From an optimization exercise on the open Yosys and OpenROAD flow, aimed at small area; shortcuts taken in it are not production practice. Function was checked by simulation only, so behaviour that the tests miss may differ from the original.

== job 5832 ==
==> flow/design.v (excerpt) <==
module ULA8bit_PRINCIPAL(
    input        CLOCK_50,
    input  [7:0] SW,
    input  [1:0] KEY,
    input  [1:0] Exib,
    output [8:0] LEDR,
    output [6:0] HEX0,
    output [6:0] HEX1,
    output [6:0] HEX2,
    output [6:0] seg_display_operador
);
Size in the first run: roughly 470 cells after synthesis, ~50 I/O pins.
export LEC_CHECK = 0
export ABC_AREA = 1
export CAP_MARGIN = 20
export CORE_MARGIN = 2
export CORE_UTILIZATION = 40
export CTS_BUF_LIST = sky130_fd_sc_hd__clkbuf_8
export SLEW_MARGIN = 20
create_clock -name core_clock -period 12.0 [get_ports {CLOCK_50}]
standard.sh (not shown) runs the stock make flow with config.mk's settings and CLKGATE_MAP_FILE= SYNTH_SCRIPT=/design/flow/synth_recipe.tcl, a recipe that flattens the netlist after the stock synthesis.
==> flow/flow/run.sh <==
#!/bin/bash
# Layout flow: the standard synthesis, then the combinational logic between the
# registers is re-mapped with ABC (&deepsyn with several seeds, with and without Yosys's
# full-adder extraction; the smallest result is kept). Registers, their names and cell types
# stay as the standard synthesis made them. Then the standard ORFS flow from floorplan to
# finish, with plain buf_1 buffers on the ports.
set -euo pipefail
W=$PWD
F=$W/flow
R=$W/orfs/results/$FLOW_PLATFORM/ULA8bit_PRINCIPAL/base
LIB=$FLOW_HOME/platforms/$FLOW_PLATFORM/lib/sky130_fd_sc_hd__tt_025C_1v80.lib
ADDERS=$FLOW_HOME/platforms/$FLOW_PLATFORM/cells_adders_hd.v
NJ=${NUM_CORES:-4}

# 1. standard synthesis (netlist only)
bash standard.sh $R/1_2_yosys.v > $W/log_synth.txt 2>&1
cp $R/1_2_yosys.v $W/std_synth.v

# 2. re-map the combinational logic
python3 $F/gen_models.py $LIB > $W/models.v 2> $W/log_models.txt
DU="-dont_use *probe* -dont_use *lpflow* -dont_use *clkdly* -dont_use *dlygate* -dont_use *dlymetal* -dont_use *ebuf* -dont_use *einv* -dont_use *clkinvlp*"
MAPSCRIPT="strash; dch -f; &get -n; &nf -R 1000 -p -C 32 -F 8; &put; topo"
remap() {
  local kind=$1 s=$2 d=$W/remap_$1_$2
  mkdir -p $d
  if [[ $kind == fa ]]; then
    echo "strash; &get -n; &deepsyn -T 10 -S $s; &put; map" > $d/p1.abc
    echo "$MAPSCRIPT" > $d/p2.abc
    MID="abc -script $d/p1.abc
opt -purge
extract_fa -fa
techmap -map $ADDERS
techmap
opt -purge"
  else
    echo "strash; &get -n; &deepsyn -T 10 -S $s; &put; $MAPSCRIPT" > $d/p2.abc
    MID=""
  fi
  yosys -l $d/log_yosys.txt -p "
read_liberty -lib $LIB
read_verilog -overwrite $W/models.v
read_verilog $W/std_synth.v
hierarchy -top $FLOW_TOP
flatten
techmap
opt -purge
$MID
abc -liberty $LIB -script $d/p2.abc $DU
opt_clean -purge
hilomap -singleton -hicell sky130_fd_sc_hd__conb_1 HI -locell sky130_fd_sc_hd__conb_1 LO
insbuf -buf sky130_fd_sc_hd__buf_4 A X
splitnets
opt_clean -purge
write_verilog -noattr -nohex -nodec $d/remapped.v
tee -o $d/stat.txt stat -liberty $LIB
" > /dev/null 2>&1 || true
}
RUNS="fa_0 fa_1 fa_2 fa_3 fa_4 fa_5 fa_6 fa_7 nf_0 nf_1 nf_2 nf_3 nf_4 nf_5 nf_6 nf_7"
i=0
for r in $RUNS; do
  remap ${r%_*} ${r#*_} &
  i=$((i+1))
  if (( i % NJ == 0 )); then wait; fi
done
wait
best=""; besta=""
for r in $RUNS; do
  a=$(grep -o "Chip area for module.*: [0-9.]*" $W/remap_$r/stat.txt 2>/dev/null | awk '{print $NF}') || true
  echo "$r area ${a:-failed}" >> $W/log_remap_summary.txt
  if [[ -n "$a" ]] && { [[ -z "$besta" ]] || awk "BEGIN{exit !($a < $besta)}"; }; then best=$r; besta=$a; fi
done
echo "best $best area $besta" >> $W/log_remap_summary.txt
cp $W/remap_$best/remapped.v $W/remapped.v
cp $W/remapped.v $R/1_2_yosys.v
touch $R/1_2_yosys.v

# 3. the rest of the standard flow
bash standard.sh "BUFFER_PORTS_ARGS=-buffer_cell sky130_fd_sc_hd__buf_1" finish > $W/log_finish.txt 2>&1
Other scripts of this flow, unchanged in this note and not shown: flow/flow/gen_models.py
diff inputs: job 5832 => job 6306
# job 5832
export LEC_CHECK = 0
export ABC_AREA = 1
export CAP_MARGIN = 20
export CORE_MARGIN = 2
export CORE_UTILIZATION = 40
export CTS_BUF_LIST = sky130_fd_sc_hd__clkbuf_8
export SLEW_MARGIN = 20
create_clock -name core_clock -period 12.0 [get_ports {CLOCK_50}]
# job 6306
export LEC_CHECK = 0
export ABC_AREA = 1
export CAP_MARGIN = 20
export CORE_MARGIN = 2
export CORE_UTILIZATION = 40
export CTS_BUF_LIST = sky130_fd_sc_hd__clkbuf_8
export GPL_TIMING_DRIVEN = 0
export SLEW_MARGIN = 20
create_clock -name core_clock -period 12.0 [get_ports {CLOCK_50}]
diff --git a/flow/flow/run.sh b/flow/flow/run.sh
--- a/flow/flow/run.sh
+++ b/flow/flow/run.sh
@@ -3,3 +3,3 @@
 # registers is re-mapped with ABC (&deepsyn with several seeds, with and without Yosys's
-# full-adder extraction; the smallest result is kept). Registers, their names and cell types
+# full-adder extraction, in rounds that restart from the smallest result so far). Registers, their names and cell types
 # stay as the standard synthesis made them. Then the standard ORFS flow from floorplan to
@@ -22,4 +22,4 @@
 MAPSCRIPT="strash; dch -f; &get -n; &nf -R 1000 -p -C 32 -F 8; &put; topo"
-remap() {
-  local kind=$1 s=$2 d=$W/remap_$1_$2
+remap() {  # remap KIND SEED INPUT OUTDIR
+  local kind=$1 s=$2 in=$3 d=$4
   mkdir -p $d
@@ -41,3 +41,3 @@
 read_verilog -overwrite $W/models.v
-read_verilog $W/std_synth.v
+read_verilog $in
 hierarchy -top $FLOW_TOP
@@ -57,18 +57,27 @@
 }
-RUNS="fa_0 fa_1 fa_2 fa_3 fa_4 fa_5 fa_6 fa_7 nf_0 nf_1 nf_2 nf_3 nf_4 nf_5 nf_6 nf_7"
-i=0
-for r in $RUNS; do
-  remap ${r%_*} ${r#*_} &
-  i=$((i+1))
-  if (( i % NJ == 0 )); then wait; fi
+# round 0 starts from the standard netlist with 16 runs; each later round starts from the
+# best netlist so far with 8 runs (new seeds); a round's best replaces it only if smaller.
+cur=$W/std_synth.v; besta=""; seed=0
+for round in $(seq 0 7); do
+  if (( round == 0 )); then n=8; else n=4; fi
+  runs=""
+  for k in $(seq 1 $n); do runs="$runs fa_$seed nf_$seed"; seed=$((seed+1)); done
+  i=0
+  for r in $runs; do
+    remap ${r%_*} ${r#*_} $cur $W/remap_r${round}_$r &
+    i=$((i+1))
+    if (( i % NJ == 0 )); then wait; fi
+  done
+  wait
+  for r in $runs; do
+    d=$W/remap_r${round}_$r
+    a=$(grep -o "Chip area for module.*: [0-9.]*" $d/stat.txt 2>/dev/null | awk '{print $NF}') || true
+    echo "round $round $r area ${a:-failed}" >> $W/log_remap_summary.txt
+    if [[ -n "$a" ]] && { [[ -z "$besta" ]] || awk "BEGIN{exit !($a < $besta)}"; }; then
+      besta=$a; cp $d/remapped.v $W/remapped.v
+    fi
+  done
+  echo "after round $round best area $besta" >> $W/log_remap_summary.txt
+  cur=$W/remapped.v
 done
-wait
-best=""; besta=""
-for r in $RUNS; do
-  a=$(grep -o "Chip area for module.*: [0-9.]*" $W/remap_$r/stat.txt 2>/dev/null | awk '{print $NF}') || true
-  echo "$r area ${a:-failed}" >> $W/log_remap_summary.txt
-  if [[ -n "$a" ]] && { [[ -z "$besta" ]] || awk "BEGIN{exit !($a < $besta)}"; }; then best=$r; besta=$a; fi
-done
-echo "best $best area $besta" >> $W/log_remap_summary.txt
-cp $W/remap_$best/remapped.v $W/remapped.v
 cp $W/remapped.v $R/1_2_yosys.v
@@ -77,2 +86,5 @@
 # 3. the rest of the standard flow
-bash standard.sh "BUFFER_PORTS_ARGS=-buffer_cell sky130_fd_sc_hd__buf_1" finish > $W/log_finish.txt 2>&1
+CTS_BUF="sky130_fd_sc_hd__clkbuf_16 -sink_clustering_size 50 -sink_clustering_max_diameter 1000"
+bash standard.sh "BUFFER_PORTS_ARGS=-buffer_cell sky130_fd_sc_hd__buf_1" \
+  "CTS_ARGS=-sink_clustering_enable -repair_clock_nets -buf_list $CTS_BUF -dont_use_dummy_load" \
+  finish > $W/log_finish.txt 2>&1
Job 6306 against job 5832: clock network area share higher; clock latency of the later-clocked register in the worst-skew pair lower; HPWL after detailed placement lower. Routed length on met1, job 6306 and job 5832: larger value in job 6306. Final critical delay including setup and external delays delta for job 6306 relative to job 5832: 44 ps higher. Between job 6306 and job 5832, via count of the first global-routing pass is higher for job 5832, job 6306 comes in under that. Timing endpoint of the critical path: HEX1[0] -> job 5832, HEX1[6] -> job 6306. Higher weighted congestion at the end of routability-driven global placement was reported by job 6306, not job 5832.
What job 1480 does differently from job 6306 at the input level:
diff --git a/flow/flow/run.sh b/flow/flow/run.sh
--- a/flow/flow/run.sh
+++ b/flow/flow/run.sh
@@ -86,5 +86,5 @@
 # 3. the rest of the standard flow
-CTS_BUF="sky130_fd_sc_hd__clkbuf_16 -sink_clustering_size 50 -sink_clustering_max_diameter 1000"
-bash standard.sh "BUFFER_PORTS_ARGS=-buffer_cell sky130_fd_sc_hd__buf_1" \
-  "CTS_ARGS=-sink_clustering_enable -repair_clock_nets -buf_list $CTS_BUF -dont_use_dummy_load" \
+CTS_BUF=sky130_fd_sc_hd__clkbuf_8
+bash standard.sh "BUFFER_PORTS_ARGS=-buffer_cell sky130_fd_sc_hd__buf_1" REMOVE_ABC_BUFFERS=1 \
+  "CTS_ARGS=-sink_clustering_enable -repair_clock_nets -buf_list $CTS_BUF -root_buf sky130_fd_sc_hd__clkbuf_4 -sink_clustering_size 21 -sink_clustering_max_diameter 300 -dont_use_dummy_load" \
   finish > $W/log_finish.txt 2>&1
==> comparison <==
Job 6306 -> job 1480: non-clock buffer count decreased by more than 10%. Looking at via count of the first global-routing pass across job 6306 and job 1480, the one that comes out higher is job 1480. Job 1480: minimum period implied by the final worst setup slack 210 ps above job 6306. Taking job 6306 as the reference point, the wire length reported by the detailed router of job 1480 rises by 3.2%.
[inputs] job 4179 vs job 1480
# job 1480
export LEC_CHECK = 0
export ABC_AREA = 1
export CAP_MARGIN = 20
export CORE_MARGIN = 2
export CORE_UTILIZATION = 40
export CTS_BUF_LIST = sky130_fd_sc_hd__clkbuf_8
export GPL_TIMING_DRIVEN = 0
export SLEW_MARGIN = 20
create_clock -name core_clock -period 12.0 [get_ports {CLOCK_50}]
# job 4179
export LEC_CHECK = 0
export ABC_AREA = 1
export CAP_MARGIN = 20
export CORE_MARGIN = 2
export CORE_UTILIZATION = 40
export CTS_BUF_LIST = sky130_fd_sc_hd__clkbuf_8
export SLEW_MARGIN = 20
create_clock -name core_clock -period 12.0 [get_ports {CLOCK_50}]
diff --git a/flow/flow/run.sh b/flow/flow/run.sh
--- a/flow/flow/run.sh
+++ b/flow/flow/run.sh
@@ -60,3 +60,3 @@
 cur=$W/std_synth.v; besta=""; seed=0
-for round in $(seq 0 7); do
+for round in 0 1 2 3 4 5 6 7; do
   if (( round == 0 )); then n=8; else n=4; fi
@@ -86,5 +86,2 @@
 # 3. the rest of the standard flow
-CTS_BUF=sky130_fd_sc_hd__clkbuf_8
-bash standard.sh "BUFFER_PORTS_ARGS=-buffer_cell sky130_fd_sc_hd__buf_1" REMOVE_ABC_BUFFERS=1 \
-  "CTS_ARGS=-sink_clustering_enable -repair_clock_nets -buf_list $CTS_BUF -root_buf sky130_fd_sc_hd__clkbuf_4 -sink_clustering_size 21 -sink_clustering_max_diameter 300 -dont_use_dummy_load" \
-  finish > $W/log_finish.txt 2>&1
+bash standard.sh "BUFFER_PORTS_ARGS=-buffer_cell sky130_fd_sc_hd__buf_1" finish > $W/log_finish.txt 2>&1
==> run summary <==
Comparing job 1480 and job 4179, worst slack at placement is lower on job 1480.
Compared with job 1480, job 4179 shows a higher area overhead of the layout relative to synthesis.
NOTE: worst hold slack in job 4179 exceeds that of job 1480
Job 4179 vs job 1480, via count of the first global-routing pass went up by 34.
Routed wire length is lower on job 4179

-- port drivers added, routing unchanged --
How much do the figures lean on ideal ports? The routed layouts below were timed once more, with nothing changed but the port constraints.
Step 1 assumes that a clkbuf_16 drives the clock port and a buf_2 every other input.
Step 2, shift: input delay + t, output delay - t, t = (earliest + latest rising clock arrival at the registers) / 2. This alone moves slack from input paths to output paths.
Slacks: ideal / step 1 / step 2; pairs: ideal / step 1.
run | t, ns | setup slack, ns | worst hold slack (ns)
job 5832 | 0.313 | 4.362 / 4.339 / 4.652 | 0.320 / 0.320 / 0.320
job 6306 | 0.304 | 4.318 / 4.288 / 4.593 | 0.319 / 0.319 / 0.319
job 1480 | 0.368 | 4.105 / 4.080 / 4.449 | 0.300 / 0.300 / 0.300
job 4179 | 0.337 | 4.318 / 4.288 / 4.624 | 0.317 / 0.317 / 0.317
After both steps every run listed still meets setup and hold.
